From an optimization exercise on the open Yosys and OpenROAD flow, aimed at small area, a short achievable clock period and few clock cycles per item; shortcuts taken in it are not production practice. The RTL was checked by simulation tests, not by an equivalence proof against the original design. Power is estimated from default activity; no workload was simulated.

File: flow/run.sh
#!/bin/bash
# synth_recipe.tcl (not shown) runs the flow's synth.tcl, then flattens the netlist and writes it again
# the make line also repeats each setting of config.mk as NAME=value (left out here)
make -C /OpenROAD-flow-scripts/flow DESIGN_CONFIG=/design/flow/config.mk WORK_HOME=/design/flow/orfs CLKGATE_MAP_FILE= SYNTH_SCRIPT=/design/flow/synth_recipe.tcl finish
File: flow/config.mk
export PLATFORM = sky130hd
export DESIGN_NAME = matrix_mul
export DESIGN_NICKNAME = matrix_mul
export VERILOG_FILES = /design/flow/design.v
export SDC_FILE = /design/flow/constraint.sdc
export NUM_CORES = 4
export LEC_CHECK = 0
export CAP_MARGIN = 10
export CORE_MARGIN = 2
export CORE_UTILIZATION = 55
export SETUP_SLACK_MARGIN = 2.5
export SLEW_MARGIN = 10
export SYNTH_HIERARCHICAL = 1
File: flow/constraint.sdc
create_clock -name core_clock -period 8.0 [get_ports {clk}]
set_input_delay 1.6000 -clock core_clock [delete_from_list [all_inputs] [get_ports {clk}]]
set_output_delay 1.6000 -clock core_clock [all_outputs]
set_load 0.01 [all_outputs]
File: flow/design.v
`timescale 1ns / 1ps
module fa (
    input logic a, b, c,
    output logic s, co
);
assign s = a ^ b ^ c;
assign co = (a & b) | (a & c) | (b & c);
endmodule
module ha (
    input logic a, b,
    output logic s, co
);
assign s = a ^ b;
assign co = a & b;
endmodule
module hb (
    input logic a, b,
    output logic s, co
);
fa add (.a(a), .b(b), .c(1'b1), .s(s), .co(co));
endmodule
module booth_enc (
    input logic [7:0] b,
    output logic [3:0] one,
    output logic [3:0] two,
    output logic [3:0] neg
);
logic [8:0] bx;
assign bx = {b, 1'b0};
genvar r;
generate
    for (r = 0; r < 4; r++) begin : digit
        assign one[r] = bx[2*r+1] ^ bx[2*r];
        assign two[r] = (bx[2*r+2] & ~bx[2*r+1] & ~bx[2*r]) | (~bx[2*r+2] & bx[2*r+1] & bx[2*r]);
        assign neg[r] = bx[2*r+2];
    end
endgenerate
endmodule
module cpa16 (
    input logic [15:0] a,
    input logic [15:0] b,
    output logic [15:0] s
);
logic [15:0] p, g;
assign p = a ^ b;
assign g = a & b;
logic g0_1;
assign g0_1 = g[1] | (p[1] & g[0]);
logic g0_3;
assign g0_3 = g[3] | (p[3] & g[2]);
logic p0_3;
assign p0_3 = p[3] & p[2];
logic g0_5;
assign g0_5 = g[5] | (p[5] & g[4]);
logic p0_5;
assign p0_5 = p[5] & p[4];
logic g0_7;
assign g0_7 = g[7] | (p[7] & g[6]);
logic p0_7;
assign p0_7 = p[7] & p[6];
logic g0_9;
assign g0_9 = g[9] | (p[9] & g[8]);
logic p0_9;
assign p0_9 = p[9] & p[8];
logic g0_11;
assign g0_11 = g[11] | (p[11] & g[10]);
logic p0_11;
assign p0_11 = p[11] & p[10];
logic g0_13;
assign g0_13 = g[13] | (p[13] & g[12]);
logic p0_13;
assign p0_13 = p[13] & p[12];
logic g1_3;
assign g1_3 = g0_3 | (p0_3 & g0_1);
logic g1_7;
assign g1_7 = g0_7 | (p0_7 & g0_5);
logic p1_7;
assign p1_7 = p0_7 & p0_5;
logic g1_11;
assign g1_11 = g0_11 | (p0_11 & g0_9);
logic p1_11;
assign p1_11 = p0_11 & p0_9;
logic g2_7;
assign g2_7 = g1_7 | (p1_7 & g1_3);
logic g5_11;
assign g5_11 = g1_11 | (p1_11 & g2_7);
logic g6_5;
assign g6_5 = g0_5 | (p0_5 & g1_3);
logic g6_9;
assign g6_9 = g0_9 | (p0_9 & g2_7);
logic g6_13;
assign g6_13 = g0_13 | (p0_13 & g5_11);
logic g7_2;
assign g7_2 = g[2] | (p[2] & g0_1);
logic g7_4;
assign g7_4 = g[4] | (p[4] & g1_3);
logic g7_6;
assign g7_6 = g[6] | (p[6] & g6_5);
logic g7_8;
assign g7_8 = g[8] | (p[8] & g2_7);
logic g7_10;
assign g7_10 = g[10] | (p[10] & g6_9);
logic g7_12;
assign g7_12 = g[12] | (p[12] & g5_11);
logic g7_14;
assign g7_14 = g[14] | (p[14] & g6_13);
assign s[0] = p[0];
assign s[1] = p[1] ^ g[0];
assign s[2] = p[2] ^ g0_1;
assign s[3] = p[3] ^ g7_2;
assign s[4] = p[4] ^ g1_3;
assign s[5] = p[5] ^ g7_4;
assign s[6] = p[6] ^ g6_5;
assign s[7] = p[7] ^ g7_6;
assign s[8] = p[8] ^ g2_7;
assign s[9] = p[9] ^ g7_8;
assign s[10] = p[10] ^ g6_9;
assign s[11] = p[11] ^ g7_10;
assign s[12] = p[12] ^ g5_11;
assign s[13] = p[13] ^ g7_12;
assign s[14] = p[14] ^ g6_13;
assign s[15] = p[15] ^ g7_14;
endmodule
`timescale 1ns / 1ps
module dot4 (
    input logic [7:0] a0, a1, a2, a3,
    input logic [3:0] one0, one1, one2, one3,
    input logic [3:0] two0, two1, two2, two3,
    input logic [3:0] neg0, neg1, neg2, neg3,
    output logic [31:0] cs
);
logic p1;
logic p2;
logic p3;
logic p4;
logic p5;
logic p6;
logic p7;
logic p8;
logic p9;
logic p10;
logic p11;
logic p12;
logic p13;
logic p14;
logic p15;
logic p16;
logic p17;
logic p18;
logic p19;
logic p20;
logic p21;
logic p22;
logic p23;
logic p24;
logic p25;
logic p26;
logic p27;
logic p28;
logic p29;
logic p30;
logic p31;
logic p32;
logic p33;
logic p34;
logic p35;
logic p36;
logic p37;
logic p38;
logic p39;
logic p40;
logic p41;
logic p42;
logic p43;
logic p44;
logic p45;
logic p46;
logic p47;
logic p48;
logic p49;
logic p50;
logic p51;
logic p52;
logic p53;
logic p54;
logic p55;
logic p56;
logic p57;
logic p58;
logic p59;
logic p60;
logic p61;
logic p62;
logic p63;
logic p64;
logic p65;
logic p66;
logic p67;
logic p68;
logic p69;
logic p70;
logic p71;
logic p72;
logic p73;
logic p74;
logic p75;
logic p76;
logic p77;
logic p78;
logic p79;
logic p80;
logic p81;
logic p82;
logic p83;
logic p84;
logic p85;
logic p86;
logic p87;
logic p88;
logic p89;
logic p90;
logic p91;
logic p92;
logic p93;
logic p94;
logic p95;
logic p96;
logic p97;
logic p98;
logic p99;
logic p100;
logic p101;
logic p102;
logic p103;
logic p104;
logic p105;
logic p106;
logic p107;
logic p108;
logic p109;
logic p110;
logic p111;
logic p112;
logic p113;
logic p114;
logic p115;
logic p116;
logic p117;
logic p118;
logic p119;
logic p121;
logic p122;
logic p123;
logic p124;
logic p125;
logic p126;
logic p127;
logic p128;
logic p129;
logic p130;
logic p131;
logic p132;
logic p133;
logic p134;
logic p135;
logic p136;
logic p137;
logic p138;
logic p139;
logic p140;
logic p141;
logic p142;
logic p143;
logic p144;
logic p145;
logic p146;
logic p147;
logic p148;
logic p149;
logic p150;
logic p151;
logic p152;
logic p153;
logic p154;
logic p155;
logic p156;
logic p157;
logic p158;
logic s159;
logic c160;
logic s161;
logic c162;
logic s163;
logic c164;
logic s165;
logic c166;
logic s167;
logic c168;
logic s169;
logic c170;
logic s171;
logic c172;
logic s173;
logic c174;
logic s175;
logic c176;
logic s177;
logic c178;
logic s179;
logic c180;
logic s181;
logic c182;
logic s183;
logic c184;
logic s185;
logic c186;
logic s187;
logic c188;
logic s189;
logic c190;
logic s191;
logic c192;
logic s193;
logic c194;
logic s195;
logic c196;
logic s197;
logic c198;
logic s199;
logic c200;
logic s201;
logic c202;
logic s203;
logic c204;
logic s205;
logic c206;
logic s207;
logic c208;
logic s209;
logic c210;
logic s211;
logic c212;
logic s213;
logic c214;
logic s215;
logic c216;
logic s217;
logic c218;
logic s219;
logic c220;
logic s221;
logic c222;
logic s223;
logic c224;
logic s225;
logic c226;
logic s227;
logic c228;
logic s229;
logic c230;
logic s231;
logic c232;
logic s233;
logic c234;
logic s235;
logic c236;
logic s237;
logic c238;
logic s239;
logic c240;
logic s241;
logic c242;
logic s243;
logic c244;
logic s245;
logic c246;
logic s247;
logic c248;
logic s249;
logic c250;
logic s251;
logic c252;
logic s253;
logic c254;
logic s255;
logic c256;
logic s257;
logic c258;
logic s259;
logic c260;
logic s261;
logic c262;
logic s263;
logic c264;
logic s265;
logic c266;
logic s267;
logic c268;
logic s269;
logic c270;
logic s271;
logic c272;
logic s273;
logic c274;
logic s275;
logic c276;
logic s277;
logic c278;
logic s279;
logic c280;
logic s281;
logic c282;
logic s283;
logic c284;
logic s285;
logic c286;
logic s287;
logic c288;
logic s289;
logic c290;
logic s291;
logic c292;
logic s293;
logic c294;
logic s295;
logic c296;
logic s297;
logic c298;
logic s299;
logic c300;
logic s301;
logic c302;
logic s303;
logic c304;
logic s305;
logic c306;
logic s307;
logic c308;
logic s309;
logic c310;
logic s311;
logic c312;
logic s313;
logic c314;
logic s315;
logic c316;
logic s317;
logic c318;
logic s319;
logic c320;
logic s321;
logic c322;
logic s323;
logic c324;
logic s325;
logic c326;
logic s327;
logic c328;
logic s329;
logic c330;
logic s331;
logic c332;
logic s333;
logic c334;
logic s335;
logic c336;
logic s337;
logic c338;
logic s339;
logic c340;
logic s341;
logic c342;
logic s343;
logic c344;
logic s345;
logic c346;
logic s347;
logic c348;
logic s349;
logic c350;
logic s351;
logic c352;
logic s353;
logic c354;
logic s355;
logic c356;
logic s357;
logic c358;
logic s359;
logic c360;
logic s361;
logic c362;
logic s363;
logic c364;
logic s365;
logic c366;
logic s367;
logic c368;
logic s369;
logic c370;
logic s371;
logic c372;
logic s373;
logic c374;
logic s375;
logic c376;
logic s377;
logic c378;
logic s379;
logic c380;
logic s381;
logic c382;
logic s383;
logic c384;
logic s385;
logic c386;
logic s387;
logic c388;
logic s389;
logic c390;
logic s391;
logic c392;
logic s393;
logic c394;
logic s395;
logic c396;
logic s397;
logic c398;
logic s399;
logic c400;
logic s401;
logic c402;
logic s403;
logic c404;
logic s405;
logic c406;
logic s407;
logic c408;
logic s409;
logic c410;
logic s411;
logic c412;
logic s413;
logic c414;
logic s415;
assign p1 = one0[0] & a0[0];
assign p2 = neg0[0] & ~(one0[0] & a0[0]);
assign p3 = ((one0[0] & a0[1]) | (two0[0] & a0[0])) ^ neg0[0];
assign p4 = ((one0[0] & a0[2]) | (two0[0] & a0[1])) ^ neg0[0];
assign p5 = ((one0[0] & a0[3]) | (two0[0] & a0[2])) ^ neg0[0];
assign p6 = ((one0[0] & a0[4]) | (two0[0] & a0[3])) ^ neg0[0];
assign p7 = ((one0[0] & a0[5]) | (two0[0] & a0[4])) ^ neg0[0];
assign p8 = ((one0[0] & a0[6]) | (two0[0] & a0[5])) ^ neg0[0];
assign p9 = ((one0[0] & a0[7]) | (two0[0] & a0[6])) ^ neg0[0];
assign p10 = ~(((one0[0] & a0[7]) | (two0[0] & a0[7])) ^ neg0[0]);
assign p11 = one0[1] & a0[0];
assign p12 = neg0[1] & ~(one0[1] & a0[0]);
assign p13 = ((one0[1] & a0[1]) | (two0[1] & a0[0])) ^ neg0[1];
assign p14 = ((one0[1] & a0[2]) | (two0[1] & a0[1])) ^ neg0[1];
assign p15 = ((one0[1] & a0[3]) | (two0[1] & a0[2])) ^ neg0[1];
assign p16 = ((one0[1] & a0[4]) | (two0[1] & a0[3])) ^ neg0[1];
assign p17 = ((one0[1] & a0[5]) | (two0[1] & a0[4])) ^ neg0[1];
assign p18 = ((one0[1] & a0[6]) | (two0[1] & a0[5])) ^ neg0[1];
assign p19 = ((one0[1] & a0[7]) | (two0[1] & a0[6])) ^ neg0[1];
assign p20 = ~(((one0[1] & a0[7]) | (two0[1] & a0[7])) ^ neg0[1]);
assign p21 = one0[2] & a0[0];
assign p22 = neg0[2] & ~(one0[2] & a0[0]);
assign p23 = ((one0[2] & a0[1]) | (two0[2] & a0[0])) ^ neg0[2];
assign p24 = ((one0[2] & a0[2]) | (two0[2] & a0[1])) ^ neg0[2];
assign p25 = ((one0[2] & a0[3]) | (two0[2] & a0[2])) ^ neg0[2];
assign p26 = ((one0[2] & a0[4]) | (two0[2] & a0[3])) ^ neg0[2];
assign p27 = ((one0[2] & a0[5]) | (two0[2] & a0[4])) ^ neg0[2];
assign p28 = ((one0[2] & a0[6]) | (two0[2] & a0[5])) ^ neg0[2];
assign p29 = ((one0[2] & a0[7]) | (two0[2] & a0[6])) ^ neg0[2];
assign p30 = ~(((one0[2] & a0[7]) | (two0[2] & a0[7])) ^ neg0[2]);
assign p31 = one0[3] & a0[0];
assign p32 = neg0[3] & ~(one0[3] & a0[0]);
assign p33 = ((one0[3] & a0[1]) | (two0[3] & a0[0])) ^ neg0[3];
assign p34 = ((one0[3] & a0[2]) | (two0[3] & a0[1])) ^ neg0[3];
assign p35 = ((one0[3] & a0[3]) | (two0[3] & a0[2])) ^ neg0[3];
assign p36 = ((one0[3] & a0[4]) | (two0[3] & a0[3])) ^ neg0[3];
assign p37 = ((one0[3] & a0[5]) | (two0[3] & a0[4])) ^ neg0[3];
assign p38 = ((one0[3] & a0[6]) | (two0[3] & a0[5])) ^ neg0[3];
assign p39 = ((one0[3] & a0[7]) | (two0[3] & a0[6])) ^ neg0[3];
assign p40 = ~(((one0[3] & a0[7]) | (two0[3] & a0[7])) ^ neg0[3]);
assign p41 = one1[0] & a1[0];
assign p42 = neg1[0] & ~(one1[0] & a1[0]);
assign p43 = ((one1[0] & a1[1]) | (two1[0] & a1[0])) ^ neg1[0];
assign p44 = ((one1[0] & a1[2]) | (two1[0] & a1[1])) ^ neg1[0];
assign p45 = ((one1[0] & a1[3]) | (two1[0] & a1[2])) ^ neg1[0];
assign p46 = ((one1[0] & a1[4]) | (two1[0] & a1[3])) ^ neg1[0];
assign p47 = ((one1[0] & a1[5]) | (two1[0] & a1[4])) ^ neg1[0];
assign p48 = ((one1[0] & a1[6]) | (two1[0] & a1[5])) ^ neg1[0];
assign p49 = ((one1[0] & a1[7]) | (two1[0] & a1[6])) ^ neg1[0];
assign p50 = ~(((one1[0] & a1[7]) | (two1[0] & a1[7])) ^ neg1[0]);
assign p51 = one1[1] & a1[0];
assign p52 = neg1[1] & ~(one1[1] & a1[0]);
assign p53 = ((one1[1] & a1[1]) | (two1[1] & a1[0])) ^ neg1[1];
assign p54 = ((one1[1] & a1[2]) | (two1[1] & a1[1])) ^ neg1[1];
assign p55 = ((one1[1] & a1[3]) | (two1[1] & a1[2])) ^ neg1[1];
assign p56 = ((one1[1] & a1[4]) | (two1[1] & a1[3])) ^ neg1[1];
assign p57 = ((one1[1] & a1[5]) | (two1[1] & a1[4])) ^ neg1[1];
assign p58 = ((one1[1] & a1[6]) | (two1[1] & a1[5])) ^ neg1[1];
assign p59 = ((one1[1] & a1[7]) | (two1[1] & a1[6])) ^ neg1[1];
assign p60 = ~(((one1[1] & a1[7]) | (two1[1] & a1[7])) ^ neg1[1]);
assign p61 = one1[2] & a1[0];
assign p62 = neg1[2] & ~(one1[2] & a1[0]);
assign p63 = ((one1[2] & a1[1]) | (two1[2] & a1[0])) ^ neg1[2];
assign p64 = ((one1[2] & a1[2]) | (two1[2] & a1[1])) ^ neg1[2];
assign p65 = ((one1[2] & a1[3]) | (two1[2] & a1[2])) ^ neg1[2];
assign p66 = ((one1[2] & a1[4]) | (two1[2] & a1[3])) ^ neg1[2];
assign p67 = ((one1[2] & a1[5]) | (two1[2] & a1[4])) ^ neg1[2];
assign p68 = ((one1[2] & a1[6]) | (two1[2] & a1[5])) ^ neg1[2];
assign p69 = ((one1[2] & a1[7]) | (two1[2] & a1[6])) ^ neg1[2];
assign p70 = ~(((one1[2] & a1[7]) | (two1[2] & a1[7])) ^ neg1[2]);
assign p71 = one1[3] & a1[0];
assign p72 = neg1[3] & ~(one1[3] & a1[0]);
assign p73 = ((one1[3] & a1[1]) | (two1[3] & a1[0])) ^ neg1[3];
assign p74 = ((one1[3] & a1[2]) | (two1[3] & a1[1])) ^ neg1[3];
assign p75 = ((one1[3] & a1[3]) | (two1[3] & a1[2])) ^ neg1[3];
assign p76 = ((one1[3] & a1[4]) | (two1[3] & a1[3])) ^ neg1[3];
assign p77 = ((one1[3] & a1[5]) | (two1[3] & a1[4])) ^ neg1[3];
assign p78 = ((one1[3] & a1[6]) | (two1[3] & a1[5])) ^ neg1[3];
assign p79 = ((one1[3] & a1[7]) | (two1[3] & a1[6])) ^ neg1[3];
assign p80 = ~(((one1[3] & a1[7]) | (two1[3] & a1[7])) ^ neg1[3]);
assign p81 = one2[0] & a2[0];
assign p82 = neg2[0] & ~(one2[0] & a2[0]);
assign p83 = ((one2[0] & a2[1]) | (two2[0] & a2[0])) ^ neg2[0];
assign p84 = ((one2[0] & a2[2]) | (two2[0] & a2[1])) ^ neg2[0];
assign p85 = ((one2[0] & a2[3]) | (two2[0] & a2[2])) ^ neg2[0];
assign p86 = ((one2[0] & a2[4]) | (two2[0] & a2[3])) ^ neg2[0];
assign p87 = ((one2[0] & a2[5]) | (two2[0] & a2[4])) ^ neg2[0];
assign p88 = ((one2[0] & a2[6]) | (two2[0] & a2[5])) ^ neg2[0];
assign p89 = ((one2[0] & a2[7]) | (two2[0] & a2[6])) ^ neg2[0];
assign p90 = ~(((one2[0] & a2[7]) | (two2[0] & a2[7])) ^ neg2[0]);
assign p91 = one2[1] & a2[0];
assign p92 = neg2[1] & ~(one2[1] & a2[0]);
assign p93 = ((one2[1] & a2[1]) | (two2[1] & a2[0])) ^ neg2[1];
assign p94 = ((one2[1] & a2[2]) | (two2[1] & a2[1])) ^ neg2[1];
assign p95 = ((one2[1] & a2[3]) | (two2[1] & a2[2])) ^ neg2[1];
assign p96 = ((one2[1] & a2[4]) | (two2[1] & a2[3])) ^ neg2[1];
assign p97 = ((one2[1] & a2[5]) | (two2[1] & a2[4])) ^ neg2[1];
assign p98 = ((one2[1] & a2[6]) | (two2[1] & a2[5])) ^ neg2[1];
assign p99 = ((one2[1] & a2[7]) | (two2[1] & a2[6])) ^ neg2[1];
assign p100 = ~(((one2[1] & a2[7]) | (two2[1] & a2[7])) ^ neg2[1]);
assign p101 = one2[2] & a2[0];
assign p102 = neg2[2] & ~(one2[2] & a2[0]);
assign p103 = ((one2[2] & a2[1]) | (two2[2] & a2[0])) ^ neg2[2];
assign p104 = ((one2[2] & a2[2]) | (two2[2] & a2[1])) ^ neg2[2];
assign p105 = ((one2[2] & a2[3]) | (two2[2] & a2[2])) ^ neg2[2];
assign p106 = ((one2[2] & a2[4]) | (two2[2] & a2[3])) ^ neg2[2];
assign p107 = ((one2[2] & a2[5]) | (two2[2] & a2[4])) ^ neg2[2];
assign p108 = ((one2[2] & a2[6]) | (two2[2] & a2[5])) ^ neg2[2];
assign p109 = ((one2[2] & a2[7]) | (two2[2] & a2[6])) ^ neg2[2];
assign p110 = ~(((one2[2] & a2[7]) | (two2[2] & a2[7])) ^ neg2[2]);
assign p111 = ((one2[3] & a2[0])) ^ neg2[3];
assign p112 = ((one2[3] & a2[1]) | (two2[3] & a2[0])) ^ neg2[3];
assign p113 = ((one2[3] & a2[2]) | (two2[3] & a2[1])) ^ neg2[3];
assign p114 = ((one2[3] & a2[3]) | (two2[3] & a2[2])) ^ neg2[3];
assign p115 = ((one2[3] & a2[4]) | (two2[3] & a2[3])) ^ neg2[3];
assign p116 = ((one2[3] & a2[5]) | (two2[3] & a2[4])) ^ neg2[3];
assign p117 = ((one2[3] & a2[6]) | (two2[3] & a2[5])) ^ neg2[3];
assign p118 = ((one2[3] & a2[7]) | (two2[3] & a2[6])) ^ neg2[3];
assign p119 = ~(((one2[3] & a2[7]) | (two2[3] & a2[7])) ^ neg2[3]);
assign cs[1] = one3[0] & a3[0];
assign p121 = neg3[0] & ~(one3[0] & a3[0]);
assign p122 = ((one3[0] & a3[1]) | (two3[0] & a3[0])) ^ neg3[0];
assign p123 = ((one3[0] & a3[2]) | (two3[0] & a3[1])) ^ neg3[0];
assign p124 = ((one3[0] & a3[3]) | (two3[0] & a3[2])) ^ neg3[0];
assign p125 = ((one3[0] & a3[4]) | (two3[0] & a3[3])) ^ neg3[0];
assign p126 = ((one3[0] & a3[5]) | (two3[0] & a3[4])) ^ neg3[0];
assign p127 = ((one3[0] & a3[6]) | (two3[0] & a3[5])) ^ neg3[0];
assign p128 = ((one3[0] & a3[7]) | (two3[0] & a3[6])) ^ neg3[0];
assign p129 = ~(((one3[0] & a3[7]) | (two3[0] & a3[7])) ^ neg3[0]);
assign p130 = one3[1] & a3[0];
assign p131 = neg3[1] & ~(one3[1] & a3[0]);
assign p132 = ((one3[1] & a3[1]) | (two3[1] & a3[0])) ^ neg3[1];
assign p133 = ((one3[1] & a3[2]) | (two3[1] & a3[1])) ^ neg3[1];
assign p134 = ((one3[1] & a3[3]) | (two3[1] & a3[2])) ^ neg3[1];
assign p135 = ((one3[1] & a3[4]) | (two3[1] & a3[3])) ^ neg3[1];
assign p136 = ((one3[1] & a3[5]) | (two3[1] & a3[4])) ^ neg3[1];
assign p137 = ((one3[1] & a3[6]) | (two3[1] & a3[5])) ^ neg3[1];
assign p138 = ((one3[1] & a3[7]) | (two3[1] & a3[6])) ^ neg3[1];
assign p139 = ~(((one3[1] & a3[7]) | (two3[1] & a3[7])) ^ neg3[1]);
assign p140 = one3[2] & a3[0];
assign p141 = neg3[2] & ~(one3[2] & a3[0]);
assign p142 = ((one3[2] & a3[1]) | (two3[2] & a3[0])) ^ neg3[2];
assign p143 = ((one3[2] & a3[2]) | (two3[2] & a3[1])) ^ neg3[2];
assign p144 = ((one3[2] & a3[3]) | (two3[2] & a3[2])) ^ neg3[2];
assign p145 = ((one3[2] & a3[4]) | (two3[2] & a3[3])) ^ neg3[2];
assign p146 = ((one3[2] & a3[5]) | (two3[2] & a3[4])) ^ neg3[2];
assign p147 = ((one3[2] & a3[6]) | (two3[2] & a3[5])) ^ neg3[2];
assign p148 = ((one3[2] & a3[7]) | (two3[2] & a3[6])) ^ neg3[2];
assign p149 = ~(((one3[2] & a3[7]) | (two3[2] & a3[7])) ^ neg3[2]);
assign p150 = ((one3[3] & a3[0])) ^ neg3[3];
assign p151 = ((one3[3] & a3[1]) | (two3[3] & a3[0])) ^ neg3[3];
assign p152 = ((one3[3] & a3[2]) | (two3[3] & a3[1])) ^ neg3[3];
assign p153 = ((one3[3] & a3[3]) | (two3[3] & a3[2])) ^ neg3[3];
assign p154 = ((one3[3] & a3[4]) | (two3[3] & a3[3])) ^ neg3[3];
assign p155 = ((one3[3] & a3[5]) | (two3[3] & a3[4])) ^ neg3[3];
assign p156 = ((one3[3] & a3[6]) | (two3[3] & a3[5])) ^ neg3[3];
assign p157 = ((one3[3] & a3[7]) | (two3[3] & a3[6])) ^ neg3[3];
assign p158 = ~(((one3[3] & a3[7]) | (two3[3] & a3[7])) ^ neg3[3]);
fa u160 (.a(p7), .b(p15), .c(p22), .s(s159), .co(c160));
ha u162 (.a(p23), .b(p47), .s(s161), .co(c162));
fa u164 (.a(p8), .b(p16), .c(p24), .s(s163), .co(c164));
fa u166 (.a(p31), .b(p48), .c(p56), .s(s165), .co(c166));
fa u168 (.a(p64), .b(p71), .c(p88), .s(s167), .co(c168));
ha u170 (.a(p96), .b(p104), .s(s169), .co(c170));
fa u172 (.a(p9), .b(p17), .c(p25), .s(s171), .co(c172));
fa u174 (.a(p32), .b(p33), .c(p49), .s(s173), .co(c174));
fa u176 (.a(p57), .b(p65), .c(p72), .s(s175), .co(c176));
fa u178 (.a(p73), .b(p89), .c(p97), .s(s177), .co(c178));
ha u180 (.a(p105), .b(p112), .s(s179), .co(c180));
fa u182 (.a(p10), .b(p18), .c(p26), .s(s181), .co(c182));
fa u184 (.a(p34), .b(p50), .c(p58), .s(s183), .co(c184));
fa u186 (.a(p66), .b(p74), .c(p90), .s(s185), .co(c186));
fa u188 (.a(p98), .b(p106), .c(p113), .s(s187), .co(c188));
fa u190 (.a(p19), .b(p27), .c(p35), .s(s189), .co(c190));
ha u192 (.a(p59), .b(p67), .s(s191), .co(c192));
fa u194 (.a(p20), .b(p28), .c(p36), .s(s193), .co(c194));
fa u196 (.a(p5), .b(p12), .c(p13), .s(s195), .co(c196));
ha u198 (.a(p45), .b(p52), .s(s197), .co(c198));
fa u200 (.a(p6), .b(p14), .c(p21), .s(s199), .co(c200));
fa u202 (.a(p46), .b(p54), .c(p61), .s(s201), .co(c202));
ha u204 (.a(p86), .b(p94), .s(s203), .co(c204));
fa u206 (.a(s159), .b(s161), .c(p55), .s(s205), .co(c206));
fa u208 (.a(p62), .b(p63), .c(p87), .s(s207), .co(c208));
fa u210 (.a(p95), .b(p102), .c(p103), .s(s209), .co(c210));
ha u212 (.a(p126), .b(p134), .s(s211), .co(c212));
fa u214 (.a(c160), .b(c162), .c(s163), .s(s213), .co(c214));
fa u216 (.a(s165), .b(s167), .c(s169), .s(s215), .co(c216));
fa u218 (.a(p111), .b(neg2[3]), .c(p127), .s(s217), .co(c218));
fa u220 (.a(p135), .b(p143), .c(p150), .s(s219), .co(c220));
fa u222 (.a(c164), .b(c166), .c(c168), .s(s221), .co(c222));
fa u224 (.a(c170), .b(s171), .c(s173), .s(s223), .co(c224));
fa u226 (.a(s175), .b(s177), .c(s179), .s(s225), .co(c226));
fa u228 (.a(p128), .b(p136), .c(p144), .s(s227), .co(c228));
fa u230 (.a(c172), .b(c174), .c(c176), .s(s229), .co(c230));
fa u232 (.a(c178), .b(c180), .c(s181), .s(s231), .co(c232));
fa u234 (.a(s183), .b(s185), .c(s187), .s(s233), .co(c234));
fa u236 (.a(p129), .b(p137), .c(p145), .s(s235), .co(c236));
fa u238 (.a(c182), .b(c184), .c(c186), .s(s237), .co(c238));
fa u240 (.a(c188), .b(s189), .c(s191), .s(s239), .co(c240));
fa u242 (.a(p75), .b(p99), .c(p107), .s(s241), .co(c242));
fa u244 (.a(p114), .b(p138), .c(p146), .s(s243), .co(c244));
fa u246 (.a(c190), .b(c192), .c(s193), .s(s245), .co(c246));
fa u248 (.a(p60), .b(p68), .c(p76), .s(s247), .co(c248));
fa u250 (.a(p100), .b(p108), .c(p115), .s(s249), .co(c250));
fa u252 (.a(p139), .b(p147), .c(p154), .s(s251), .co(c252));
fa u254 (.a(c194), .b(p29), .c(p37), .s(s253), .co(c254));
fa u256 (.a(p69), .b(p77), .c(p109), .s(s255), .co(c256));
ha u258 (.a(p116), .b(p148), .s(s257), .co(c258));
fa u260 (.a(p30), .b(p38), .c(p70), .s(s259), .co(c260));
fa u262 (.a(p2), .b(p3), .c(p42), .s(s261), .co(c262));
fa u264 (.a(p4), .b(p11), .c(p44), .s(s263), .co(c264));
ha u266 (.a(p51), .b(p84), .s(s265), .co(c266));
fa u268 (.a(s195), .b(s197), .c(p53), .s(s267), .co(c268));
fa u270 (.a(p85), .b(p92), .c(p93), .s(s269), .co(c270));
ha u272 (.a(p124), .b(p131), .s(s271), .co(c272));
fa u274 (.a(c196), .b(c198), .c(s199), .s(s273), .co(c274));
fa u276 (.a(s201), .b(s203), .c(p101), .s(s275), .co(c276));
fa u278 (.a(p125), .b(p133), .c(p140), .s(s277), .co(c278));
fa u280 (.a(c200), .b(c202), .c(c204), .s(s279), .co(c280));
fa u282 (.a(s205), .b(s207), .c(s209), .s(s281), .co(c282));
fa u284 (.a(s211), .b(p141), .c(p142), .s(s283), .co(c284));
fa u286 (.a(c206), .b(c208), .c(c210), .s(s285), .co(c286));
fa u288 (.a(c212), .b(s213), .c(s215), .s(s287), .co(c288));
fa u290 (.a(s217), .b(s219), .c(neg3[3]), .s(s289), .co(c290));
fa u292 (.a(c214), .b(c216), .c(c218), .s(s291), .co(c292));
fa u294 (.a(c220), .b(s221), .c(s223), .s(s293), .co(c294));
fa u296 (.a(s225), .b(s227), .c(p151), .s(s295), .co(c296));
fa u298 (.a(c222), .b(c224), .c(c226), .s(s297), .co(c298));
fa u300 (.a(c228), .b(s229), .c(s231), .s(s299), .co(c300));
fa u302 (.a(s233), .b(s235), .c(p152), .s(s301), .co(c302));
fa u304 (.a(c230), .b(c232), .c(c234), .s(s303), .co(c304));
fa u306 (.a(c236), .b(s237), .c(s239), .s(s305), .co(c306));
fa u308 (.a(s241), .b(s243), .c(p153), .s(s307), .co(c308));
fa u310 (.a(c238), .b(c240), .c(c242), .s(s309), .co(c310));
fa u312 (.a(c244), .b(s245), .c(s247), .s(s311), .co(c312));
hb u314 (.a(s249), .b(s251), .s(s313), .co(c314));
fa u316 (.a(c246), .b(c248), .c(c250), .s(s315), .co(c316));
fa u318 (.a(c252), .b(s253), .c(s255), .s(s317), .co(c318));
hb u320 (.a(s257), .b(p155), .s(s319), .co(c320));
fa u322 (.a(c254), .b(c256), .c(c258), .s(s321), .co(c322));
fa u324 (.a(s259), .b(p78), .c(p110), .s(s323), .co(c324));
fa u326 (.a(p117), .b(p149), .c(p156), .s(s325), .co(c326));
fa u328 (.a(c260), .b(p39), .c(p79), .s(s327), .co(c328));
ha u330 (.a(p118), .b(p157), .s(s329), .co(c330));
fa u332 (.a(s261), .b(p43), .c(p82), .s(s331), .co(c332));
fa u334 (.a(c262), .b(s263), .c(s265), .s(s333), .co(c334));
ha u336 (.a(p91), .b(p123), .s(s335), .co(c336));
fa u338 (.a(c264), .b(c266), .c(s267), .s(s337), .co(c338));
fa u340 (.a(s269), .b(s271), .c(p132), .s(s339), .co(c340));
fa u342 (.a(c268), .b(c270), .c(c272), .s(s341), .co(c342));
fa u344 (.a(s273), .b(s275), .c(s277), .s(s343), .co(c344));
fa u346 (.a(c274), .b(c276), .c(c278), .s(s345), .co(c346));
fa u348 (.a(s279), .b(s281), .c(s283), .s(s347), .co(c348));
fa u350 (.a(c280), .b(c282), .c(c284), .s(s349), .co(c350));
fa u352 (.a(s285), .b(s287), .c(s289), .s(s351), .co(c352));
fa u354 (.a(c286), .b(c288), .c(c290), .s(s353), .co(c354));
fa u356 (.a(s291), .b(s293), .c(s295), .s(s355), .co(c356));
fa u358 (.a(c292), .b(c294), .c(c296), .s(s357), .co(c358));
fa u360 (.a(s297), .b(s299), .c(s301), .s(s359), .co(c360));
fa u362 (.a(c298), .b(c300), .c(c302), .s(s361), .co(c362));
fa u364 (.a(s303), .b(s305), .c(s307), .s(s363), .co(c364));
fa u366 (.a(c304), .b(c306), .c(c308), .s(s365), .co(c366));
fa u368 (.a(s309), .b(s311), .c(s313), .s(s367), .co(c368));
fa u370 (.a(c310), .b(c312), .c(c314), .s(s369), .co(c370));
fa u372 (.a(s315), .b(s317), .c(s319), .s(s371), .co(c372));
fa u374 (.a(c316), .b(c318), .c(c320), .s(s373), .co(c374));
fa u376 (.a(s321), .b(s323), .c(s325), .s(s375), .co(c376));
fa u378 (.a(c322), .b(c324), .c(c326), .s(s377), .co(c378));
hb u380 (.a(s327), .b(s329), .s(s379), .co(c380));
fa u382 (.a(c328), .b(c330), .c(p40), .s(s381), .co(c382));
fa u384 (.a(p80), .b(p119), .c(p158), .s(s383), .co(c384));
ha u386 (.a(p1), .b(p41), .s(s385), .co(c386));
fa u388 (.a(s331), .b(p83), .c(p121), .s(s387), .co(c388));
fa u390 (.a(c332), .b(s333), .c(s335), .s(s389), .co(c390));
fa u392 (.a(c334), .b(c336), .c(s337), .s(s391), .co(c392));
fa u394 (.a(c338), .b(c340), .c(s341), .s(s393), .co(c394));
fa u396 (.a(c342), .b(c344), .c(s345), .s(s395), .co(c396));
fa u398 (.a(c346), .b(c348), .c(s349), .s(s397), .co(c398));
fa u400 (.a(c350), .b(c352), .c(s353), .s(s399), .co(c400));
fa u402 (.a(c354), .b(c356), .c(s357), .s(s401), .co(c402));
fa u404 (.a(c358), .b(c360), .c(s361), .s(s403), .co(c404));
fa u406 (.a(c362), .b(c364), .c(s365), .s(s405), .co(c406));
fa u408 (.a(c366), .b(c368), .c(s369), .s(s407), .co(c408));
fa u410 (.a(c370), .b(c372), .c(s373), .s(s409), .co(c410));
fa u412 (.a(c374), .b(c376), .c(s377), .s(s411), .co(c412));
fa u414 (.a(c378), .b(c380), .c(s381), .s(s413), .co(c414));
assign s415 = c382 ^ c384;
ha u417 (.a(s385), .b(p81), .s(cs[0]), .co(cs[2]));
fa u419 (.a(c386), .b(s387), .c(p122), .s(cs[3]), .co(cs[4]));
fa u421 (.a(c388), .b(s389), .c(p130), .s(cs[5]), .co(cs[6]));
fa u423 (.a(c390), .b(s391), .c(s339), .s(cs[7]), .co(cs[8]));
fa u425 (.a(c392), .b(s393), .c(s343), .s(cs[9]), .co(cs[10]));
fa u427 (.a(c394), .b(s395), .c(s347), .s(cs[11]), .co(cs[12]));
fa u429 (.a(c396), .b(s397), .c(s351), .s(cs[13]), .co(cs[14]));
fa u431 (.a(c398), .b(s399), .c(s355), .s(cs[15]), .co(cs[16]));
fa u433 (.a(c400), .b(s401), .c(s359), .s(cs[17]), .co(cs[18]));
fa u435 (.a(c402), .b(s403), .c(s363), .s(cs[19]), .co(cs[20]));
fa u437 (.a(c404), .b(s405), .c(s367), .s(cs[21]), .co(cs[22]));
fa u439 (.a(c406), .b(s407), .c(s371), .s(cs[23]), .co(cs[24]));
fa u441 (.a(c408), .b(s409), .c(s375), .s(cs[25]), .co(cs[26]));
fa u443 (.a(c410), .b(s411), .c(s379), .s(cs[27]), .co(cs[28]));
fa u445 (.a(c412), .b(s413), .c(s383), .s(cs[29]), .co(cs[30]));
assign cs[31] = c414 ^ s415 ^ 1'b1;
endmodule
module dot4_fin (
    input logic [31:0] cs,
    output logic [15:0] res
);
logic [15:0] row0, row1;
assign row0 = {cs[30], cs[28], cs[26], cs[24], cs[22], cs[20], cs[18], cs[16], cs[14], cs[12], cs[10], cs[8], cs[6], cs[4], cs[2], cs[0]};
assign row1 = {cs[31], cs[29], cs[27], cs[25], cs[23], cs[21], cs[19], cs[17], cs[15], cs[13], cs[11], cs[9], cs[7], cs[5], cs[3], cs[1]};
cpa16 add (.a(row0), .b(row1), .s(res));
endmodule
`timescale 1ns / 1ps
module matrix_mul #(
    parameter BITS = 8,  
    parameter WIDTH = 4,  
    parameter HEIGHT_A = 4,  
    parameter WIDTH_B = 4  
)(
    input logic clk,  
    input logic reset,  
    input logic start,  
    input logic [HEIGHT_A*WIDTH*BITS-1:0] i_array_a,  
    input logic [WIDTH*WIDTH_B*BITS-1:0] i_array_b,  
    output logic [HEIGHT_A*WIDTH_B*2*BITS-1:0] o_array_res,  
    output logic done  
);
localparam int NCS = 32;  
logic [3:0] one [WIDTH*WIDTH_B];
logic [3:0] two [WIDTH*WIDTH_B];
logic [3:0] neg [WIDTH*WIDTH_B];
genvar e;
generate
    for (e = 0; e < WIDTH*WIDTH_B; e++) begin : enc
        booth_enc be (.b(i_array_b[e*BITS +: BITS]), .one(one[e]), .two(two[e]), .neg(neg[e]));
    end
endgenerate
logic [HEIGHT_A*WIDTH_B*NCS-1:0] cs, cs_q;
genvar i, j;
generate
    for (i = 0; i < HEIGHT_A; i++) begin : row
        for (j = 0; j < WIDTH_B; j++) begin : col
            localparam int R = i*WIDTH_B + j;
            dot4 dot (
                .a0(i_array_a[(i*WIDTH+0)*BITS +: BITS]),
                .a1(i_array_a[(i*WIDTH+1)*BITS +: BITS]),
                .a2(i_array_a[(i*WIDTH+2)*BITS +: BITS]),
                .a3(i_array_a[(i*WIDTH+3)*BITS +: BITS]),
                .one0(one[0*WIDTH_B+j]), .two0(two[0*WIDTH_B+j]), .neg0(neg[0*WIDTH_B+j]),
                .one1(one[1*WIDTH_B+j]), .two1(two[1*WIDTH_B+j]), .neg1(neg[1*WIDTH_B+j]),
                .one2(one[2*WIDTH_B+j]), .two2(two[2*WIDTH_B+j]), .neg2(neg[2*WIDTH_B+j]),
                .one3(one[3*WIDTH_B+j]), .two3(two[3*WIDTH_B+j]), .neg3(neg[3*WIDTH_B+j]),
                .cs(cs[R*NCS +: NCS])
            );
            dot4_fin fin (.cs(cs_q[R*NCS +: NCS]), .res(o_array_res[R*2*BITS +: 2*BITS]));
        end
    end
endgenerate
always_ff @(posedge clk) begin
    if (start) cs_q <= cs;
end
always_ff @(posedge clk or negedge reset) begin
    if (!reset) done <= 1'b0;
    else if (start) done <= 1'b1;
end
endmodule
==> run summary, run 1 <==
- Critical path startpoint category: input port
- Gr ovfl total: 0
- Initial Util: 55.3%
- Syn nets: 12900
- Initial antenna violation count: 51
- CTS H-tree lvls: 3
- Library cells used by synthesis: 33
- Synth area leader: fa_1
- Worst vdd ir: 0.421 mV
- Leak: 47.6 nW
- Die X: 468 µm
- Buffers on Ports: 515
- Top cells by area, synth: fa_1 37%, xnor2_1 14%, edfxtp_1 13%, a22oi_1 11%, buf_6 7.3%
- DRC viols: 0
- Register bit total from synthesis: 513
- CTS tree: done
- Row count: 170
- Nets: 13000
- Hold depth: 1
- Synthesized area: 0.119 mm²
- RSZ-0062 raised after global routing: yes
- Asr flop ratio synth: 0.195%
- Core ar.: 0.214 mm²
- Final Hold Fails: 0
- Rel. slew slack: 12.8%
- Yosys warns: 10
- Initial DRC Count: 14000
- Post-synth EDFFs: 512
- Worst setup margin: 2.46 ns
- Top cells by count, synth: 2192 x fa_1, 1920 x xnor2_1, 1744 x a22oi_1, 768 x buf_6, 512 x edfxtp_1
- Antenna-violating nets left: 0
- CP required: 8.48 ns
- Routed vias/inst: 6.98
- Routed WL per cell: 37.0 µm
- Yosys top cell area share: 37.0%
- Synth Flop Type: edfxtp_1
- # setup viols final: 0
- Via count: 91300
- Reg-to-reg endpoint: done
- Ports: 516
- Fmax: 180 MHz
- Tcrit/Tclk final: 69.3%
- Min cycle time layout: 5.54 ns
- Worst clock skew: 0 ns
- Die area: 0.219 mm²
- Die Y: 468 µm
- Total track usage: 43.2%
- Slew Viols, Final: 0
- Clk pin slew, worst setup/hold paths: 0.06 ns
- CP Capture Type: flop
- Worst R2R Setup Slack: 7.29 ns
- Power Dens Cells: 487 mW/mm²
- DP HPWL: 313000 µm
- Worst hold slack: 0.461 ns
- Maxcap violations: 0
- Reg-to-reg startpoint: done
- CTS Buf Count: 76
- Hold path start: done
- Synthesized instance count: 10100
- Layout area overhead: 8.51%
- CTS root buf: clkbuf_16
- CTS max path bufs: 3
- Clk latency of the worst-skew pair: 0.76 ns
- Most common cell in the netlist: fa_1
- Crit path max fanout: 32
- Least-Margin Pin Slew: 1.31 ns
- Status: complete, no violations
- Setup TNS: 0 ns
- Final Wtd Congestion: 0.957
- Largest net degree at the start of global routing: 138
- Mapped Avg Cell Area: 11.8 µm²
- First-pass GRT wire length: 680000 µm
- Total clock sinks: 513
- Placement Setup Slack: 0.977 ns
- Critical path arrival: 6.03 ns
- Hold EP: done
- Layout cell share with drive strength beyond 1: 12.8%
- DR pass1 iterations: 7
- Vias in the first global route: 96600
- Worst R2R Path Depth: 1
- Worst hold path type: reg2reg
- Sequential share of the synthesized area: 13.0%
- Crit Path Class: in2reg
- DRT Wirelength: 485000 µm
[final cells by class]
type,instances,area [µm²]
multi-input cells,8083,93000
fillers,17700,85800
flip-flops and latches,513,15400
repair buffers,1250,13300
well taps,2838,3550
clock buffers,91,2000
inverters,224,841
clock inverters,47,468
diodes,36,90.1
[Yosys stat by module, one instance, submodules excluded, a selection]
module | area (µm²) | flip-flops and latches | copies in the design | cells inside
ha | 12.5 | 0 | 224 | 1
booth_enc | 124 | 0 | 16 | 18
cpa16 | 617 | 0 | 16 | 70
matrix_mul | 15400 | 513 | 1 | 514
fa | 20.0 | 0 | 2064 | 1
dot4 | 2940 | 0 | 16 | 362
hb | 3.75 | 0 | 48 | 1
[how the worst max path moves through the flow]
stage                       start   endpoint  slack (ns)  cells after the start
global route         i_array_b[5]  cs_q[143]        2.45                     14
CTS                 i_array_b[14]  cs_q[179]        2.48                     12
global placement    i_array_b[38]  cs_q[145]        1.01                     12
finish              i_array_a[18]   cs_q[53]        2.46                     10
detailed placement  i_array_b[38]  cs_q[277]        0.98                     11
floorplan           i_array_b[26]  cs_q[109]        2.51                     11
[stage by stage]
| stage | total power [mW] | std cells | area, µm² | util, % |
|---|---|---|---|---|
| 2_1_floorplan | 39.6 | 10100 | 119000 | - |
| 3_3_place_gp | 56.6 | 12600 | 121000 | 56.2 |
| 3_5_place_dp | 57.7 | 12600 | 121000 | 56.2 |
| 4_1_cts | 62.1 | 12900 | 126000 | 59.0 |
| 5_1_grt | 68.3 | 13100 | 129000 | 60.0 |
| 6_report | 62.6 | 13100 | 129000 | 60.0 |
[where the power goes]
group	leakage [nW]	switching, mW	internal, mW
clock	1.18	1.53	2.01
sequential	5.01	0.734	8.03
combinational	41.4	26.7	23.6
total	47.6	28.9	33.7
[placed cells by master, fill, tap and decap left out, types with 98 or more instances in the layout]
cell type / n
a22oi_1: 1743
edfxtp_1: 512
fa_1: 2160
inv_1: 224
xnor2_1: 1903
and2_1: 224
clkdlybuf4s50_1: 357
ha_1: 432
clkbuf_16: 98
o21ai_1: 272
buf_4: 457
nor2b_1: 224
buf_12: 120
nand2b_1: 111
xor2_1: 317
[metal layers]
layer	up-vias	wire [µm]	GRT usage, %
met2	8170	200000	61.5
met4	26	39400	27.9
met5	-	240	0.439
li1	34300	-	-
met1	46800	172000	54.9
met3	2093	72700	16.8
[worst max-delay path: stages]
cell and delay (ns):
clkdlybuf4s50_1 0.47, buf_6 0.43, a22oi_1 0.16, xnor2_1 0.19, fa_1 0.44, fa_1 0.61, fa_1 0.46, fa_1 0.44
fa_1 0.66, fa_1 0.47
[kinds of logic (layout without fill, tap and decap cells)]
family | after synthesis | after routing | synth area share (%)
AO/OA/AOI/OAI | 2352 | 2352 | 14.4
XOR/XNOR | 2288 | 2289 | 16.9
adder cells (fa/ha/maj) | 2624 | 2624 | 41.6
buffers and inverters | 1456 | 1612 | 10.1
flip-flops | 513 | 513 | 13.0
other | 48 | 84 | 0.152
AND/OR/NAND/NOR | 769 | 770 | 3.81
[sequential cells by signal, summed over array words and instances (netlist names)]
name,count
done,1
cs_q,512
[what timing repair did]
action | 4_1_cts | 5_1_grt
endpoints found under the setup margin | 341 | 266
setup buffers | 144 | 77
gates cloned | 28 | 21
resized for setup | 270 | 308
endpoints found under the hold margin | 0 | 0
hold buffers | 0 | 0
pin swaps | 70 | 115
Testbench counts, summed over its fixed seeds: cycles 2,000, items 2,000.
==> run 2: changes to the inputs <==
--- a/flow/config.mk
+++ b/flow/config.mk
@@ -8,5 +8,5 @@
 export CAP_MARGIN = 10
 export CORE_MARGIN = 2
-export CORE_UTILIZATION = 55
+export CORE_UTILIZATION = 62
 export SETUP_SLACK_MARGIN = 2.5
 export SLEW_MARGIN = 10
==> run summary, run 2 <==
- Synthesized instance count: 10100 (unchanged)
- Setup TNS: 0 ns (unchanged)
- XOR/XNOR Fraction of Synth Area: 16.9% (unchanged)
- Core ar.: 0.190 mm² (was 0.214 mm²)
- Die X: 441 µm (was 468 µm)
- CTS tree: done (unchanged)
- Clk pin slew, worst setup/hold paths: 0.05 ns (was 0.06 ns)
- CTS Buf Count: 73 (was 76)
- Register bit total from synthesis: 513 (unchanged)
- Via count: 91800 (was 91300)
- Worst hold path type: reg2reg (unchanged)
- Die Y: 441 µm (was 468 µm)
- CTS max path bufs: 3 (unchanged)
- DRT Wirelength: 494000 µm (was 485000 µm)
- Worst setup margin: 2.46 ns (about the same)
- Total clock sinks: 513 (unchanged)
- Routed vias/inst: 7.23 (was 6.98)
- Largest net degree at the start of global routing: 113 (was 138)
- Buffers on Ports: 515 (unchanged)
- Top cells by area, synth: fa_1 37%, xnor2_1 14%, edfxtp_1 13%, a22oi_1 11%, buf_6 7.3% (unchanged)
- RSZ-0062 raised after global routing: yes (unchanged)
- CTS H-tree lvls: 3 (unchanged)
- Power Dens Cells: 514 mW/mm² (was 487 mW/mm²)
- Largest family of logic cells by synthesized area: adder cells (unchanged)
- Gr ovfl total: 0 (unchanged)
- Crit path from: i_array_a[115] (was i_array_a[18])
- Initial DRC Count: 14500 (was 14000)
- Layout area overhead: 7.06% (was 8.51%)
- Largest Register: cs_q (unchanged)
- Antenna-violating nets left: 0 (unchanged)
- Crit Path Class: in2reg (unchanged)
- Least-Margin Pin Slew: 1.33 ns (was 1.31 ns)
- Reg-to-reg startpoint: done (unchanged)
- Syn nets: 12900 (unchanged)
- Synthesized area: 0.119 mm² (unchanged)
- Synth Flop Type: edfxtp_1 (unchanged)
- Initial antenna violation count: 44 (was 51)
- Top cells by count, synth: 2192 x fa_1, 1920 x xnor2_1, 1744 x a22oi_1, 768 x buf_6, 512 x edfxtp_1 (unchanged)
- Hold path start: done (unchanged)
- Mapped Avg Cell Area: 11.8 µm² (unchanged)
- CP Capture Type: flop (unchanged)
- Tcrit/Tclk final: 69.2% (was 69.3%)
- Most frequent cells in the layout: 2176 x fa_1, 1906 x xnor2_1, 1742 x a22oi_1 (was 2160 x fa_1, 1903 x xnor2_1, 1743 x a22oi_1)
- First-pass GRT wire length: 688000 µm (was 680000 µm)
- Total track usage: 50.1% (was 43.2%)
- Number of flip-flops in the largest register: 512 (unchanged)
- Vias in the first global route: 96400 (was 96600)
- Crit path max fanout: 19 (was 32)
- Most common cell in the netlist: fa_1 (unchanged)
- Post-synthesis adder-cell area fraction: 41.6% (unchanged)
- Min cycle time layout: 5.54 ns (about the same)
- Most common cell after layout, fill and taps aside: fa_1 (unchanged)
- Layout cell share with drive strength beyond 1: 12.6% (was 12.8%)
- Yosys top cell area share: 37.0% (unchanged)
- Fmax: 181 MHz (was 180 MHz)
- CP required: 8.50 ns (was 8.48 ns)
- Leak: 47.2 nW (was 47.6 nW)
- Compound-Gate Fraction of Synth Area: 14.4% (unchanged)
- DRC viols: 0 (unchanged)
- Row count: 160 (was 170)
- Library cells used by synthesis: 33 (unchanged)
- Status: complete, no violations (unchanged)
- Asr flop ratio synth: 0.195% (unchanged)
- Post-Synth Simple-Gate Area: 3.81% (unchanged)
- Slew Viols, Final: 0 (unchanged)
- Hold Buf Count CTS: 0 (unchanged)
- Worst clock skew: 0 ns (unchanged)
- Clk latency of the worst-skew pair: 0.76 ns (about the same)
- DP HPWL: 324000 µm (was 313000 µm)
- Biggest regs: cs_q: 512 flops, done: 1 flops (unchanged)
- CTS root buf: clkbuf_16 (unchanged)
- Synth area leader: fa_1 (unchanged)
- # setup viols final: 0 (unchanged)
- Final Hold Fails: 0 (unchanged)
- Mux share of post-synthesis cell area: 0% (unchanged)
- Critical path startpoint category: input port (unchanged)
- Maxcap violations: 0 (unchanged)
- Yosys warns: 10 (unchanged)
- Rel. slew slack: 11.5% (was 12.8%)
- Ports: 516 (unchanged)
- Routed WL per cell: 38.9 µm (was 37.0 µm)
- Critical path arrival: 6.03 ns (about the same)
- Final Wtd Congestion: 0.991 (was 0.957)
- Placement Setup Slack: 0.720 ns (was 0.977 ns)
- Post-synth EDFFs: 512 (unchanged)
- Initial Util: 62.4% (was 55.3%)
- DR pass1 iterations: 7 (unchanged)
- Worst vdd ir: 0.645 mV (was 0.421 mV)
- Sequential share of the synthesized area: 13.0% (unchanged)
- Die area: 0.195 mm² (was 0.219 mm²)
- Nets: 13000 (about the same)
run 2: cell count changes in the layout (fill, tap and decap cells not counted), sizes merged, moves of 6 or more:
cell           change
clkinvlp           -8
bufbuf             -7
diode              -8
buf               +22
dlygate4sd2        +6
clkdlybuf4s50     -60
run 2: repair_timing:
action | 4_1_cts | 5_1_grt
resized for setup | 259 | 222
cloned | 23 | 15
setup endpoints to repair | 349 | 256
buffers inserted | 125 | 39
pin swaps | 71 | 86
run 2: cell families after synthesis:
kind of cell	count (synthesis)
other cells	48
fa+ha+maj	2624
simple gates	769
xor+xnor	2288
flops	513
buf+inv	1456
compound gates	2352
run 2: final timing paths:
check	to	slack, ns	cells after the start
min	done	0.48	1
max	cs_q[501]	2.46	10
min reg2reg	done	0.48	1
max in group asynchronous	done	6.93	1
min in group asynchronous	done	0.98	1
max reg2reg	done	7.29	1
run 2: report_power, final:
group | switching [mW] | leakage [nW] | internal (mW)
sequential | 0.727 | 5.01 | 8.03
combinational | 29.0 | 41.0 | 24.1
clock | 1.48 | 1.17 | 1.97
total | 31.2 | 47.2 | 34.1
run 2: metal layers:
layer | GRT usage (%) | wire (µm) | up-vias
met2 | 69.5 | 200000 | 8647
met4 | 37.1 | 45900 | 36
li1 | - | - | 34200
met1 | 60.4 | 165000 | 46500
met3 | 24.1 | 82700 | 2486
met5 | 0.0978 | 409 | -
run 2: cell type report:
cell class / count / area, µm²
Clock buffer: 94 / 2060
Multi-Input combinational cell: 8085 / 93000
Inverter: 224 / 841
Fill cell: 14600 / 63100
Clock inverter: 37 / 329
Timing Repair Buffer: 1206 / 12100
Sequential cell: 513 / 15400
Tap cell: 2511 / 3140
Antenna cell: 28 / 70.1
run 2: worst max-delay path, cell delays in order:
cell and delay (ns):
buf_2 0.87, buf_4 0.26, a22oi_1 0.09, xnor2_1 0.27, fa_1 0.48, fa_1 0.48
fa_1 0.45, fa_1 0.43, fa_1 0.64, fa_1 0.43
run 2: Yosys stat by module (local to each module, per instance), a selection:
module | copies in the design | flops+latches | cells | area [µm²]
fa | 2064 | 0 | 1 | 20.0
dot4 | 16 | 0 | 362 | 2940
matrix_mul | 1 | 513 | 514 | 15400
ha | 224 | 0 | 1 | 12.5
hb | 48 | 0 | 1 | 3.75
booth_enc | 16 | 0 | 18 | 124
cpa16 | 16 | 0 | 70 | 617
run 2: metrics by stage:
step / power (mW) / utilization, % / instances / area (µm²) / hold slack [ns]
finish: 65.2 / 66.8 / 12700 / 127000 / 0.480
global route: 70.3 / 66.8 / 12700 / 127000 / 0.522
CTS: 64.0 / 66.0 / 12600 / 125000 / 0.487
detailed placement: 59.5 / 63.3 / 12300 / 120000 / 0.475
global placement: 58.7 / 63.3 / 12300 / 120000 / 0.448
floorplan: 39.6 / - / 10100 / 119000 / 0.504
==> run 3: changes to the inputs <==
--- a/flow/config.mk
+++ b/flow/config.mk
@@ -9,5 +9,5 @@
 export CORE_MARGIN = 2
 export CORE_UTILIZATION = 62
-export SETUP_SLACK_MARGIN = 2.5
+export SETUP_SLACK_MARGIN = 2.4
 export SLEW_MARGIN = 10
 export SYNTH_HIERARCHICAL = 1
==> run summary, run 3 <==
- Met1 Routed Length: 154000 µm (was 165000 µm)
- Syn nets: 12900 (unchanged)
- Ports: 516 (unchanged)
- Layout area overhead: 6.35% (was 7.06%)
- Initial antenna violation count: 29 (was 44)
- Crit Path Class: in2reg (unchanged)
- Largest net degree at the start of global routing: 123 (was 113)
- Tcrit/Tclk final: 70.9% (was 69.2%)
- CTS H-tree lvls: 3 (unchanged)
- Most common cell in the netlist: fa_1 (unchanged)
- Synth area leader: fa_1 (unchanged)
- Max incr delay on CP: 0.95 ns (was 0.87 ns)
- Max layer used: met5 (unchanged)
- Synth Flop Type: edfxtp_1 (unchanged)
- Slowest cell on the critical path: clkdlybuf4s15_1 (was buf_2)
- Post-synth EDFFs: 512 (unchanged)
- Critical path arrival: 6.13 ns (was 6.03 ns)
- Routed vias/inst: 7.03 (was 7.23)
- First-pass GRT wire length: 618000 µm (was 688000 µm)
- Leak: 46.5 nW (was 47.2 nW)
- Crit path max fanout: 11 (was 19)
- CP required: 8.46 ns (was 8.50 ns)
- CTS Buf Count: 71 (was 73)
- Die area: 0.195 mm² (unchanged)
- Final Hold Fails: 0 (unchanged)
- Layout cell share with drive strength beyond 1: 11.2% (was 12.6%)
- CTS tree: done (unchanged)
- Clk pin slew, worst setup/hold paths: 0.06 ns (was 0.05 ns)
- Initial DRC Count: 12400 (was 14500)
- Wire length on met3: 61200 µm (was 82700 µm)
- Total clock sinks: 513 (unchanged)
- Worst hold path type: reg2reg (unchanged)
- Antenna-violating nets left: 0 (unchanged)
- Critical path startpoint category: input port (unchanged)
- Maxcap violations: 0 (unchanged)
- Least-Margin Pin Slew: 1.20 ns (was 1.33 ns)
- Core ar.: 0.190 mm² (unchanged)
- Mapped Avg Cell Area: 11.8 µm² (unchanged)
- Rel. slew slack: 20.0% (was 11.5%)
- DRC viols: 0 (unchanged)
- Metal2 WL: 189000 µm (was 200000 µm)
- Most used cell, CP: fa_1 (unchanged)
- Gr ovfl total: 0 (unchanged)
- Buffers on Ports: 515 (unchanged)
- RSZ-0062 raised after global routing: yes (unchanged)
- Worst vdd ir: 0.696 mV (was 0.645 mV)
- Clk latency of the worst-skew pair: 0.72 ns (was 0.76 ns)
- Min cycle time layout: 5.67 ns (was 5.54 ns)
- Synthesized area: 0.119 mm² (unchanged)
- Number of flip-flops in the largest register: 512 (unchanged)
- Setup TNS: 0 ns (unchanged)
- Via count: 88600 (was 91800)
- Asr flop ratio synth: 0.195% (unchanged)
- Largest Register: cs_q (unchanged)
- Yosys top cell area share: 37.0% (unchanged)
- Die Y: 441 µm (unchanged)
- Initial Util: 62.4% (unchanged)
- Biggest regs: cs_q: 512 flops, done: 1 flops (unchanged)
- Nets: 12900 (was 13000)
- Register bit total from synthesis: 513 (unchanged)
- CP cell instances: clkdlybuf4s15_1, o21ai_1, xor2_1, fa_1, fa_1, fa_1, fa_1, fa_1, fa_1 (was buf_2, buf_4, a22oi_1, xnor2_1, fa_1, fa_1, fa_1, fa_1, fa_1, fa_1)
- Slew Viols, Final: 0 (unchanged)
- Synthesized instance count: 10100 (unchanged)
- Final Wtd Congestion: 0.956 (was 0.991)
- Die X: 441 µm (unchanged)
- DP HPWL: 294000 µm (was 324000 µm)
- Library cells used by synthesis: 33 (unchanged)
- Fillcell total: 14600 (about the same)
- Top cells by count, synth: 2192 x fa_1, 1920 x xnor2_1, 1744 x a22oi_1, 768 x buf_6, 512 x edfxtp_1 (unchanged)
- Total track usage: 43.6% (was 50.1%)
- Hold Buf Count CTS: 0 (unchanged)
- Vias in the first global route: 93900 (was 96400)
- CTS root buf: clkbuf_16 (unchanged)
- Top cells by area, synth: fa_1 37%, xnor2_1 14%, edfxtp_1 13%, a22oi_1 11%, buf_6 7.3% (unchanged)
- Power Dens Cells: 491 mW/mm² (was 514 mW/mm²)
- Yosys warns: 10 (unchanged)
- Most frequent cells in the layout: 2180 x fa_1, 1911 x xnor2_1, 1744 x a22oi_1 (was 2176 x fa_1, 1906 x xnor2_1, 1742 x a22oi_1)
- CP Capture Type: flop (unchanged)
- Fmax: 176 MHz (was 181 MHz)
- Routed WL per cell: 34.5 µm (was 38.9 µm)
- # setup viols final: 0 (unchanged)
- Status: complete, no violations (unchanged)
- DR pass1 iterations: 19 (was 7)
- Sequential share of the synthesized area: 13.0% (unchanged)
- CTS max path bufs: 3 (unchanged)
- DRT Wirelength: 435000 µm (was 494000 µm)
- Most common cell after layout, fill and taps aside: fa_1 (unchanged)
- Worst clock skew: 0 ns (unchanged)
- Design Power: 61.9 mW (was 65.2 mW)
- Row count: 160 (unchanged)
-- run 3: cell counts after synthesis --
Identical to the previous run, type by type.
-- run 3: per-stage QoR --
step,instances,utilization (%),worst slack [ns],area [µm²],hold WS (ns)
after global placement,12300,63.1,0.889,120000,0.448
final,12600,66.3,2.33,126000,0.470
after floorplan,10100,-,2.43,119000,0.504
after CTS,12500,65.4,2.35,124000,0.479
after global routing,12600,66.3,2.37,126000,0.491
after detailed placement,12300,63.1,0.925,120000,0.466
-- run 3: per-module statistics from Yosys, one instance, submodules excluded, a selection --
| module | flops+latches | cells inside | copies in the design |
|---|---|---|---|
| booth_enc | 0 | 18 | 16 |
| cpa16 | 0 | 70 | 16 |
| dot4 | 0 | 362 | 16 |
| fa | 0 | 1 | 2064 |
| ha | 0 | 1 | 224 |
| hb | 0 | 1 | 48 |
| matrix_mul | 513 | 514 | 1 |
-- run 3: layout make-up --
cell class / instances / area (µm²) / area share, %
Multi-Input combinational cell: 8088 / 92800 / 73.6
Sequential cell: 513 / 15400 / 12.2
Timing Repair Buffer: 1119 / 11500 / 9.16
Tap cell: 2511 / 3140 / 2.49
Clock buffer: 83 / 1920 / 1.52
Inverter: 224 / 841 / 0.667
Clock inverter: 44 / 325 / 0.258
Antenna cell: 20 / 50.0 / 0.0397
-- run 3: what timing repair did --
| action | in CTS | in global routing |
|---|---|---|
| setup buffers | 77 | 55 |
| pin swaps | 39 | 80 |
| gates cloned | 22 | 23 |
| gates resized for setup | 192 | 208 |
| setup endpoints to repair | 297 | 272 |
-- run 3: logic make-up after synthesis --
kind of cell | Yosys count | share of synthesized area (%)
adders and majority gates | 2624 | 41.6
AOI/OAI and AO/OA | 2352 | 14.4
xor gates and xnor gates | 2288 | 16.9
buffers and inverters | 1456 | 10.1
and+or+nand+nor | 769 | 3.81
DFF | 513 | 13.0
other | 48 | 0.152
-- run 3: per-layer routing --
layer / vias up / GRT usage (%)
li1: 33900 / -
met1: 45500 / 55.9
met3: 1723 / 13.6
met5: - / 0.562
met4: 18 / 26.6
met2: 7441 / 64.7
-- run 3: final timing paths --
path                                from  endpoint  slack [ns]  depth (start not counted)
setup / recovery           i_array_a[23]  cs_q[19]        2.33                          9
hold / removal                      done      done        0.47                          1
setup reg to reg                    done      done        7.29                          1
hold reg to reg                     done      done        0.47                          1
max in group asynchronous          reset      done        6.88                          1
min in group asynchronous          reset      done        1.02                          1
-- run 3: worst max-delay path: cells and delay by family --
kind | cells | cell delay (ns)
fa+ha+maj | 6 | 2.94
xor+xnor | 1 | 0.26
buf+inv | 1 | 0.95
compound gates | 1 | 0.37
-- run 3: report_power, final --
part | internal, mW | switching (mW)
Combinational | 23.5 | 26.4
Clock | 1.81 | 1.38
Sequential | 8.02 | 0.680
==> run 4: changes to the inputs <==
--- a/flow/config.mk
+++ b/flow/config.mk
@@ -6,8 +6,8 @@
 export NUM_CORES = 4
 export LEC_CHECK = 0
-export CAP_MARGIN = 10
+export CAP_MARGIN = 5
 export CORE_MARGIN = 2
-export CORE_UTILIZATION = 62
-export SETUP_SLACK_MARGIN = 2.4
-export SLEW_MARGIN = 10
+export CORE_UTILIZATION = 55
+export SETUP_SLACK_MARGIN = 2.5
+export SLEW_MARGIN = 5
 export SYNTH_HIERARCHICAL = 1
==> run summary, run 4 <==
- Layout cell share with drive strength beyond 1: 13.2% (was 11.2%)
- Most common cell in the netlist: fa_1 (unchanged)
- Initial antenna violation count: 45 (was 29)
- Antenna-violating nets left: 0 (unchanged)
- Via count: 91600 (was 88600)
- Crit Path Class: in2reg (unchanged)
- Final instance area: 0.129 mm² (was 0.126 mm²)
- Initial Util: 55.3% (was 62.4%)
- Sw frac: 46.3% (was 46.1%)
- Nets: 13000 (was 12900)
- Total clock sinks: 513 (unchanged)
- Worst hold path type: reg2reg (unchanged)
- Register bit total from synthesis: 513 (unchanged)
- First-pass GRT wire length: 683000 µm (was 618000 µm)
- Combinational power share: 80.4% (was 80.8%)
- Most common cell after layout, fill and taps aside: fa_1 (unchanged)
- Worst hold slack: 0.459 ns (was 0.470 ns)
- Setup TNS: 0 ns (unchanged)
- CTS root buf: clkbuf_16 (unchanged)
- Die Y: 468 µm (was 441 µm)
- Biggest regs: cs_q: 512 flops, done: 1 flops (unchanged)
- CP required: 8.50 ns (was 8.46 ns)
- Post-synth EDFFs: 512 (unchanged)
- Status: complete, no violations (unchanged)
- Initial DRC Count: 13500 (was 12400)
- Syn nets: 12900 (unchanged)
- Worst setup margin: 2.44 ns (was 2.33 ns)
- Synth Flop Type: edfxtp_1 (unchanged)
- P_int: 33.8 mW (was 33.4 mW)
- Vias in the first global route: 96600 (was 93900)
- Synthesized area: 0.119 mm² (unchanged)
- Clk pin slew, worst setup/hold paths: 0.06 ns (about the same)
- Top cells by area, synth: fa_1 37%, xnor2_1 14%, edfxtp_1 13%, a22oi_1 11%, buf_6 7.3% (unchanged)
- Placed Cells: 12600 (was 12300)
- Fillcell total: 17600 (was 14600)
- Leak: 47.6 nW (was 46.5 nW)
- Crit path max fanout: 11 (unchanged)
- Crit path from: i_array_a[119] (was i_array_a[23])
- Critical path arrival: 6.06 ns (was 6.13 ns)
- Core ar.: 0.214 mm² (was 0.190 mm²)
- Multi-input gate area: 0.0932 mm² (was 0.0928 mm²)
- Max layer used: met5 (unchanged)
- Rel. slew slack: 13.1% (was 20.0%)
- Number of flip-flops in the largest register: 512 (unchanged)
- FF+latch area: 0.0154 mm² (unchanged)
- CTS max path bufs: 3 (unchanged)
- RSZ-0062 raised after global routing: yes (unchanged)
- Routed WL per cell: 37.3 µm (was 34.5 µm)
- Fmax: 180 MHz (was 176 MHz)
run 4: what timing repair did:
item,in CTS,in global routing
endpoints found under the setup margin,343,281
gates cloned,32,23
buffers inserted,114,90
gates resized for setup,272,392
pin swaps,66,190
hold endpoints to repair,0,0
run 4: worst max-delay path: stages:
cell and delay [ns]:
clkdlybuf4s15_1 0.89, a22oi_1 0.24, xnor2_1 0.30, fa_1 0.49, fa_1 0.53, fa_1 0.55, fa_1 0.41, fa_1 0.58
fa_1 0.44
run 4: power by group through the flow:
| stage | logic (mW) | registers [mW] | clock network, mW |
|---|---|---|---|
| floorplan | 31.0 | 8.53 | 0 |
| global placement | 47.8 | 8.77 | 0 |
| detailed placement | 48.9 | 8.79 | 0 |
| CTS | 49.7 | 8.76 | 3.61 |
| global route | 55.9 | 8.92 | 3.69 |
| finish | 50.6 | 8.77 | 3.57 |
run 4: logic make-up (layout without fill, tap and decap cells):
family	after synthesis	in the layout	share of synthesized area (%)
flops	513	513	13.0
fa+ha+maj	2624	2624	41.6
buf+inv	1456	1603	10.1
xor+xnor	2288	2290	16.9
other cells	48	81	0.152
simple gates	769	770	3.81
compound gates	2352	2352	14.4
run 4: per-module statistics from Yosys (local to each module, per instance), excerpt:
module,copies in the design,cell area (µm²)
dot4,16,2940
hb,48,3.75
ha,224,12.5
cpa16,16,617
fa,2064,20.0
booth_enc,16,124
matrix_mul,1,15400
run 4: layout make-up:
cell class	count	area share [%]
multi-input combinational	8084	72.3
inverter	224	0.652
sequential	513	11.9
clock buffer	90	1.55
antenna	33	0.0641
clock inverter	52	0.389
tap	2838	2.75
timing repair buffer	1237	10.4
run 4: layer usage:
| layer | GRT usage [%] | vias to the layer above |
|---|---|---|
| li1 | - | 34200 |
| met1 | 54.3 | 47300 |
| met2 | 61.8 | 8005 |
| met3 | 18.1 | 2116 |
| met4 | 27.8 | 18 |
| met5 | 0.900 | - |
run 4: worst paths after layout:
check / depth (start not counted) / slack (ns) / endpoint
worst max register to register: 1 / 7.30 / done
worst min register to register: 1 / 0.46 / done
worst min-delay path: 1 / 0.46 / done
worst max-delay path: 9 / 2.44 / cs_q[497]
max in group asynchronous: 1 / 6.91 / done
min in group asynchronous: 1 / 0.99 / done

re-timing with driven ports:
Ports are ideal in the flow. The routed layouts listed here were re-timed in OpenROAD. Step 1 sets driving cells, clkbuf_16 on the clock port and buf_2 on the other inputs (assumed; they add their load-dependent delay and slew). Step 2 also shifts input and output timing later by t, the mid clock arrival at the registers, as if the neighbouring blocks saw the same clock. a / b / c = ideal / step 1 / step 2; a / b = the first two.
run | t (ns) | slack for setup (ns) | cell pins on the clock port's net
run 1 | 0.847 | 2.457 / 2.387 / 1.540 | 1
run 2 | 0.870 | 2.465 / 2.452 / 1.664 | 1
run 3 | 0.835 | 2.330 / 2.345 / 1.510 | 1
run 4 | 0.857 | 2.439 / 2.389 / 1.583 | 1
After both steps every run listed still meets setup and hold. For run 1, which loses most, drivers alone change the setup slack by -0.070 ns; drivers and shift together by -0.917 ns.
